From an optimization exercise on the open Yosys and OpenROAD flow, aimed at a short achievable clock period and few clock cycles per item; shortcuts taken in it are not production practice.
The RTL was checked by simulation tests, not by an equivalence proof against the original design.
Power is estimated from default activity; no workload was simulated.

### flow/config.mk
export PLATFORM = sky130hd
export DESIGN_NAME = pipelinedcpu
export DESIGN_NICKNAME = pipelinedcpu
export VERILOG_FILES = /design/flow/design.v
export SDC_FILE = /design/flow/constraint.sdc
export NUM_CORES = 4
export LEC_CHECK = 0
export CAP_MARGIN = 20
export CORE_MARGIN = 2
export CORE_UTILIZATION = 40
export SLEW_MARGIN = 20
### flow/constraint.sdc
create_clock -name core_clock -period 10.0 [get_ports {Clk}]
set_input_delay 2.0000 -clock core_clock [delete_from_list [all_inputs] [get_ports {Clk}]]
set_output_delay 2.0000 -clock core_clock [all_outputs]
set_load 0.01 [all_outputs]
### flow/design.v
`timescale 1ns / 1ps
module pipelinedcpu(Clk,Clrn,Addr,Inst,D_Addr,D_Wdata,D_We,D_Rdata);
    input Clk,Clrn;
    output [31:0]Addr;
    input [31:0]Inst;
    output [31:0]D_Addr,D_Wdata;
    output D_We;
    input [31:0]D_Rdata;
    reg  [9:0] pc;                       
    assign Addr = {20'b0, pc, 2'b00};
    reg  [15:0] btb_v;
    reg  [5:0]  btb_tag [0:15];
    reg  [9:0]  btb_tgt [0:15];
    wire [3:0]  bidx    = pc[3:0];
    wire        btb_hit = btb_v[bidx] & (btb_tag[bidx] == pc[9:4]);
    wire [9:0]  pc1     = pc + 10'd1;
    wire [9:0]  f_next  = btb_hit ? btb_tgt[bidx] : pc1;
    reg  [31:0] ir;
    reg         d_valid, d_bp;
    reg  [9:0]  d_pc;
    wire [5:0]  op = ir[31:26];
    wire [5:0]  fn = ir[5:0];
    wire [4:0]  rs = ir[25:21];
    wire [4:0]  rt = ir[20:16];
    wire [4:0]  rd = ir[15:11];
    wire r_type = (op == 6'b000000);
    wire i_add  = r_type & (fn == 6'b100000);
    wire i_sub  = r_type & (fn == 6'b100010);
    wire i_and  = r_type & (fn == 6'b100100);
    wire i_or   = r_type & (fn == 6'b100101);
    wire i_addi = (op == 6'b001000);
    wire i_andi = (op == 6'b001100);
    wire i_ori  = (op == 6'b001101);
    wire i_lw   = (op == 6'b100011);
    wire i_sw   = (op == 6'b101011);
    wire i_beq  = (op == 6'b000100);
    wire i_bne  = (op == 6'b000101);
    wire i_j    = (op == 6'b000010);
    wire i_alur = i_add | i_sub | i_and | i_or;
    wire i_br   = i_beq | i_bne;
    wire use_rs = i_alur | i_addi | i_andi | i_ori | i_lw | i_sw | i_br;
    wire use_rt = i_alur | i_sw | i_br;
    wire use_imm = i_addi | i_andi | i_ori | i_lw | i_sw;
    wire [4:0] dst = i_alur ? rd : rt;
    wire d_wr  = (i_alur | i_addi | i_andi | i_ori | i_lw) & (dst != 5'd0);
    wire se    = i_addi | i_lw | i_sw;
    wire [31:0] imm = {{16{se & ir[15]}}, ir[15:0]};
    reg         e_wr, e_load;
    reg  [4:0]  e_dst;
    reg         m_wr, m_load;
    reg  [4:0]  m_dst;
    reg  [31:0] m_res;
    wire stall = e_load & ((use_rs & (rs == e_dst)) | (use_rt & (rt == e_dst)));
    reg  [31:0] rf [1:31];
    wire [31:0] m_val = m_load ? D_Rdata : m_res;
    wire [31:0] rf_a  = (rs == 5'd0) ? 32'd0 : rf[rs];
    wire [31:0] rf_b  = (rt == 5'd0) ? 32'd0 : rf[rt];
    wire [31:0] qa    = (m_wr & (m_dst == rs)) ? m_val : rf_a;
    wire [31:0] qb    = (m_wr & (m_dst == rt)) ? m_val : rf_b;
    wire fa  = e_wr & (e_dst == rs);
    wire frt = e_wr & (e_dst == rt);
    wire [9:0] d_pc1  = d_pc + 10'd1;
    wire [9:0] d_btgt = d_pc1 + ir[9:0];
    wire       d_zoff = (ir[15:0] == 16'd0);
    wire       d_pt   = i_br & ~d_zoff & (d_bp | ir[15]);
    wire [9:0] d_expect = i_j ? ir[9:0] : (d_pt ? d_btgt : d_pc1);
    wire       id_redirect = d_valid & (d_expect != pc);
    reg         e_bp, e_store, e_beq, e_bne, e_pt, e_sub, e_logic, e_or, e_fa, e_fb, e_frt;
    reg  [31:0] e_a, e_b, e_rt;
    reg  [9:0]  e_pc, e_pc1, e_btgt;
    wire [31:0] alu_a = e_fa  ? m_res : e_a;
    wire [31:0] alu_b = e_fb  ? m_res : e_b;
    wire [31:0] sd    = e_frt ? m_res : e_rt;
    wire [31:0] sum   = alu_a + (alu_b ^ {32{e_sub}}) + {31'd0, e_sub};
    wire [31:0] lgc   = e_or ? (alu_a | alu_b) : (alu_a & alu_b);
    wire [31:0] res   = e_logic ? lgc : sum;
    wire eq_rr = (e_a == e_rt);
    wire eq_ma = (m_res == e_rt);
    wire eq_mb = (e_a == m_res);
    wire eq    = e_fa ? (e_frt ? 1'b1 : eq_ma) : (e_frt ? eq_mb : eq_rr);
    wire taken = (e_beq & eq) | (e_bne & ~eq);
    wire e_br  = e_beq | e_bne;              
    wire ex_mis = e_br & (taken ^ e_pt);
    wire [9:0] e_fix = taken ? e_btgt : e_pc1;
    reg         m_store;
    reg  [31:0] m_sd;
    assign D_Addr  = m_res;
    assign D_Wdata = m_sd;
    assign D_We    = m_store;
    integer i;
    always @(posedge Clk or negedge Clrn) begin
        if (Clrn == 0) begin
            pc <= 0;
            btb_v <= 0;
            ir <= 0; d_valid <= 0; d_bp <= 0; d_pc <= 0;
            e_wr <= 0; e_load <= 0; e_dst <= 0; e_store <= 0; e_beq <= 0; e_bne <= 0;
            e_pt <= 0; e_bp <= 0; e_sub <= 0; e_logic <= 0; e_or <= 0; e_fa <= 0; e_fb <= 0; e_frt <= 0;
            e_a <= 0; e_b <= 0; e_rt <= 0; e_pc <= 0; e_pc1 <= 0; e_btgt <= 0;
            m_wr <= 0; m_load <= 0; m_dst <= 0; m_res <= 0; m_store <= 0; m_sd <= 0;
            for (i = 1; i < 32; i = i + 1) rf[i] <= 32'd0;
        end else begin
            if (ex_mis)           pc <= e_fix;
            else if (id_redirect) pc <= d_expect;
            else if (!stall)      pc <= f_next;
            if (ex_mis | (id_redirect & ~stall)) begin
                ir <= 0; d_valid <= 0; d_bp <= 0;
            end else if (!stall) begin
                ir <= Inst; d_valid <= 1; d_bp <= btb_hit; d_pc <= pc;
            end
            if (ex_mis | stall) begin
                e_wr <= 0; e_load <= 0; e_store <= 0; e_beq <= 0; e_bne <= 0; e_pt <= 0; e_bp <= 0;
            end else begin
                e_wr <= d_wr; e_load <= i_lw; e_store <= i_sw;
                e_beq <= i_beq & ~d_zoff; e_bne <= i_bne & ~d_zoff; e_pt <= d_pt;
                e_bp <= d_bp;
            end
            e_dst <= dst;
            e_sub <= i_sub; e_logic <= i_and | i_or | i_andi | i_ori; e_or <= i_or | i_ori;
            e_fa <= fa; e_fb <= frt & ~use_imm; e_frt <= frt;
            e_a <= qa; e_b <= use_imm ? imm : qb; e_rt <= qb;
            e_pc <= d_pc; e_pc1 <= d_pc1; e_btgt <= d_btgt;
            m_wr <= e_wr; m_load <= e_load; m_store <= e_store; m_dst <= e_dst;
            m_res <= res; m_sd <= sd;
            if (m_wr) rf[m_dst] <= m_val;
            if (btb_wr) btb_v[btb_widx] <= 1'b1;
            else if (e_br & ~taken & e_bp) btb_v[e_pc[3:0]] <= 1'b0;
        end
    end
    wire       btb_wr_br = e_br & taken;
    wire       btb_wr    = btb_wr_br | (d_valid & i_j & ~d_bp);
    wire [3:0] btb_widx  = btb_wr_br ? e_pc[3:0] : d_pc[3:0];
    always @(posedge Clk) begin
        if (btb_wr) begin
            btb_tag[btb_widx] <= btb_wr_br ? e_pc[9:4] : d_pc[9:4];
            btb_tgt[btb_widx] <= btb_wr_br ? e_btgt : ir[9:0];
        end
    end
endmodule
### flow/run.sh
#!/bin/bash
# synth_recipe.tcl (not shown) runs the flow's synth.tcl, then flattens the netlist and writes it again
# the make line also repeats each setting of config.mk as NAME=value (left out here)
make -C /OpenROAD-flow-scripts/flow DESIGN_CONFIG=/design/flow/config.mk WORK_HOME=/design/flow/orfs CLKGATE_MAP_FILE= SYNTH_SCRIPT=/design/flow/synth_recipe.tcl finish
==> notes.md <==
[report_power, final]
| part | internal, mW | switching (mW) | total (mW) | leakage (nW) |
|---|---|---|---|---|
| Sequential | 8.14 | 1.75 | 9.89 | 14.9 |
| Clock | 3.57 | 2.72 | 6.29 | 2.68 |
| Combinational | 4.00 | 7.23 | 11.2 | 14.3 |
[path summary, 6_finish.rpt]
path,start,to,depth (start not counted)
worst max-delay path,e_frt,btb_tag[4][1],13
worst min-delay path,e_store,m_store,0
worst max register to register,e_frt,btb_tag[4][1],13
worst min register to register,e_store,m_store,0
max in group asynchronous,Clrn,e_b[26],3
min in group asynchronous,Clrn,rf[16][5],1
[cell type report]
| type | instances | area (um2) |
|---|---|---|
| inverters | 32 | 120 |
| clock buffers | 224 | 4590 |
| well taps | 2370 | 2970 |
| fillers | 16700 | 97800 |
| clock inverters | 70 | 866 |
| multi-input cells | 4887 | 31700 |
| diodes | 15 | 37.5 |
| flip-flops and latches | 1534 | 39700 |
| repair buffers | 344 | 3230 |
[layout by cell type (no fill, tap or decap), drive strengths merged, types with 24 or more instances in the layout]
cell type | Yosys | routed
a221oi | 168 | 168
a22o | 196 | 196
clkinv | 1 | 40
mux2 | 125 | 125
dfrtp | 1278 | 1278
buf | 103 | 205
nor2 | 761 | 761
mux2i | 101 | 101
xnor2 | 99 | 99
nor4 | 42 | 42
a222oi | 64 | 64
nand2b | 48 | 48
ha | 49 | 49
clkdlybuf4s50 | 0 | 139
edfxtp | 256 | 256
clkbuf | 545 | 224
a22oi | 504 | 504
a21oi | 756 | 756
o21ai | 499 | 499
nor3 | 57 | 57
mux4 | 75 | 75
nor2b | 32 | 32
a21o | 24 | 24
nand3 | 155 | 155
o31ai | 28 | 28
nand2 | 606 | 606
xor2 | 85 | 85
nand4 | 131 | 131
inv | 31 | 43
[metal layers]
layer / routed length (um) / global-route usage / vias to the layer above
li1: - / - / 26000
met3: 45700 / 0.132 / 1566
met1: 121000 / 0.442 / 31600
met4: 27200 / 0.228 / 16
met2: 133000 / 0.476 / 5175
met5: 368 / 0.00911 / -
[sequential cells by signal, summed over array words and instances (netlist names), 10 cells and up]
register and count:
btb_tag 96, btb_tgt 160, btb_v 16, d_pc 10
e_a 32, e_b 32, e_btgt 10, e_pc 10
e_pc1 10, e_rt 32, ir 32, m_res 32
m_sd 32, pc 10, rf 992
[metrics by stage]
step | hold WS (ps) | setup WS (ps)
floorplan | 331 | 5130
global placement | 337 | 3760
detailed placement | 354 | 3740
CTS | 368 | 3720
global route | 372 | 3220
finish | 364 | 3510
[logic make-up (layout without fill, tap and decap cells)]
family                     Yosys count  in the layout  synth area share
AOI/OAI and AO/OA                 2373           2373             0.212
muxes                              301            301            0.0563
and+or+nand+nor                   1941           1941             0.118
adders and majority gates           66             66            0.0110
xor gates and xnor gates           184            184            0.0222
DFF                               1534           1534             0.544
other                                1             37         0.0000514
buffers and inverters              680            670            0.0371
==> qor.yml <==
route:
  num_vias: 64300
  wirelength_mm: 327
  viasPerCell: 6.78
  drtPass1Iterations: 14
  wl_per_cell_um: 34.5
  drtIter0Drc: 12500
  ant_nets: 0
  drc: 0
logic_synthesis:
  ys_warn_count: 2
  yosys.area.top_type: "dfrtp_1"
  synth.most_common_cell: "dfrtp_1"
  ys_ff_latch: 1534
  syn-cell-area_mm2: 0.0729
  synthArstFlopShare: 0.833
  synth_cell_types: 89
  synth.top_cells.by_area: "dfrtp_1 44%, edfxtp_1 11%, a21oi_1 5.2%, a22oi_1 5.2%, nor2_1 3.9%"
  ys_seq_area_frac: 0.544
  avgSynthCellArea_um2: 10.3
  synth-edff-count: 256
  synth_cells: 7080
  synth_commonest_cells: "1,278 x dfrtp_1, 761 x nor2_1, 756 x a21oi_1"
  synth.top_cell.area_share: 0.439
  synth_flop_cell: "dfrtp_1"
timing:
  setup_viol_count_final: 0
  rsz0062_at_grt: "false"
  period_needed_ps: 6490
  slew_headroom: 0.0870
  fmax_mhz: 154
  setup_tns_ps: 0
  slew_violations: 0
  final.period_utilization: 0.649
  worst_pin_slew_ps: 1360
  final-hold-violation-count: 0
  fin_skew_ps: 51.9
clock_network:
  max-clock-path-buffers: 3
  htreeDepth: 4
  ctsResizeCount: 0
  cts_hold_buf: 0
  clk-insertion-delay-late_ps: 840
  clock-root-buffer: "clkbuf_16"
  cts_sinks: 1534
  numCtsBuffers: 160
  clkSlewWorstSetupHoldPaths_ps: 60
  post-cts-setup-buffers: 0
  cts_tree: "done"
floorplan:
  core_area_mm2: 0.181
  die_x_um: 431
  row_count: 156
  fp.dieH_um: 431
  die_area_mm2: 0.186
  initial_core_util: 0.403
  ioPinCount: 163
finish:
  drive_gt1_frac: 0.120
  areaGrowthSynthToFinish_pct: 14.1
  utilization: 0.460
  num-nets-final: 7076
  stdcell_count: 9476
  stdcell_area_mm2: 0.0832
worst_setup_path:
  ff2ff_setup_slack_ps: 3510
  critPathRequiredTime_ps: 10420
  cp_common_cell: "buf_4"
  crit_type: "register to register"
  crit_family: "simple AND/OR/NAND/NOR gates"
  worst-path-buf-inv: 2
  critical_path.max_fanout: 48
  cp_slowest_cell: "nor2_2"
  cp-start-kind: "register"
  arrival_ps: 6910
  max_stage_delay_ps: 780
  end_kind: "register"
  crit_chain: "buf_4 -> mux2_2 -> xor2_1 -> nor4_1 -> nand4_1 -> nor3_2 -> nor2_1 -> mux2i_4 -> buf_4 -> mux2i_1 -> ha_1 -> nand2_1 -> nor2_2"
grt:
  antenna_found_initial: 15
  grt_pass1_vias: 60900
  overflow: 0
  grtUsageTotal: 0.343
  grt_max_degree: 150
  grt_first_pass_wirelength_mm: 458
run_status:
  status: "timing/DRC/antenna clean"
power:
  power_mw: 27.4
  leakagePower_nw: 32.0
  pwr_density_cell_mw_per_mm2: 330
  ir_drop_v: 0.000210
placement:
  post-dp-hpwl_mm: 187
  gp_congestion: 0.963
  dpl.cell_count: 9155
  io_buffers: 140
  dpl_cell_area_mm2: 0.0774
hold_path:
  hp-class: "register to register"
run:
  cap_violations: 0
Testbench counts, summed over its fixed seeds: cycles 31,716, instrs 28,142.

[re-timing with driven ports]
The results above use ideal ports. As a check the final layout listed here was re-extracted and re-timed, cells and wires unchanged. Step 1: set_driving_cell puts a clkbuf_16 on Clk and a buf_2 on each other input, an assumption about the parent block. Step 2, shift: input delay + t, output delay - t, t = (earliest + latest rising clock arrival at the registers) / 2. This alone moves slack from input paths to output paths. Slacks: ideal ports / drivers / drivers and shift; pairs: ideal ports / drivers.
t, ns: 0.911
slack for setup (ns): 3.506 / 3.506 / 3.506
clock arrival spread, ns: 0.053 / 0.053
After both steps setup and hold are still met in this run. The setup slack of this run moves by 0.000 ns with the drivers and by 0.000 ns with both steps.
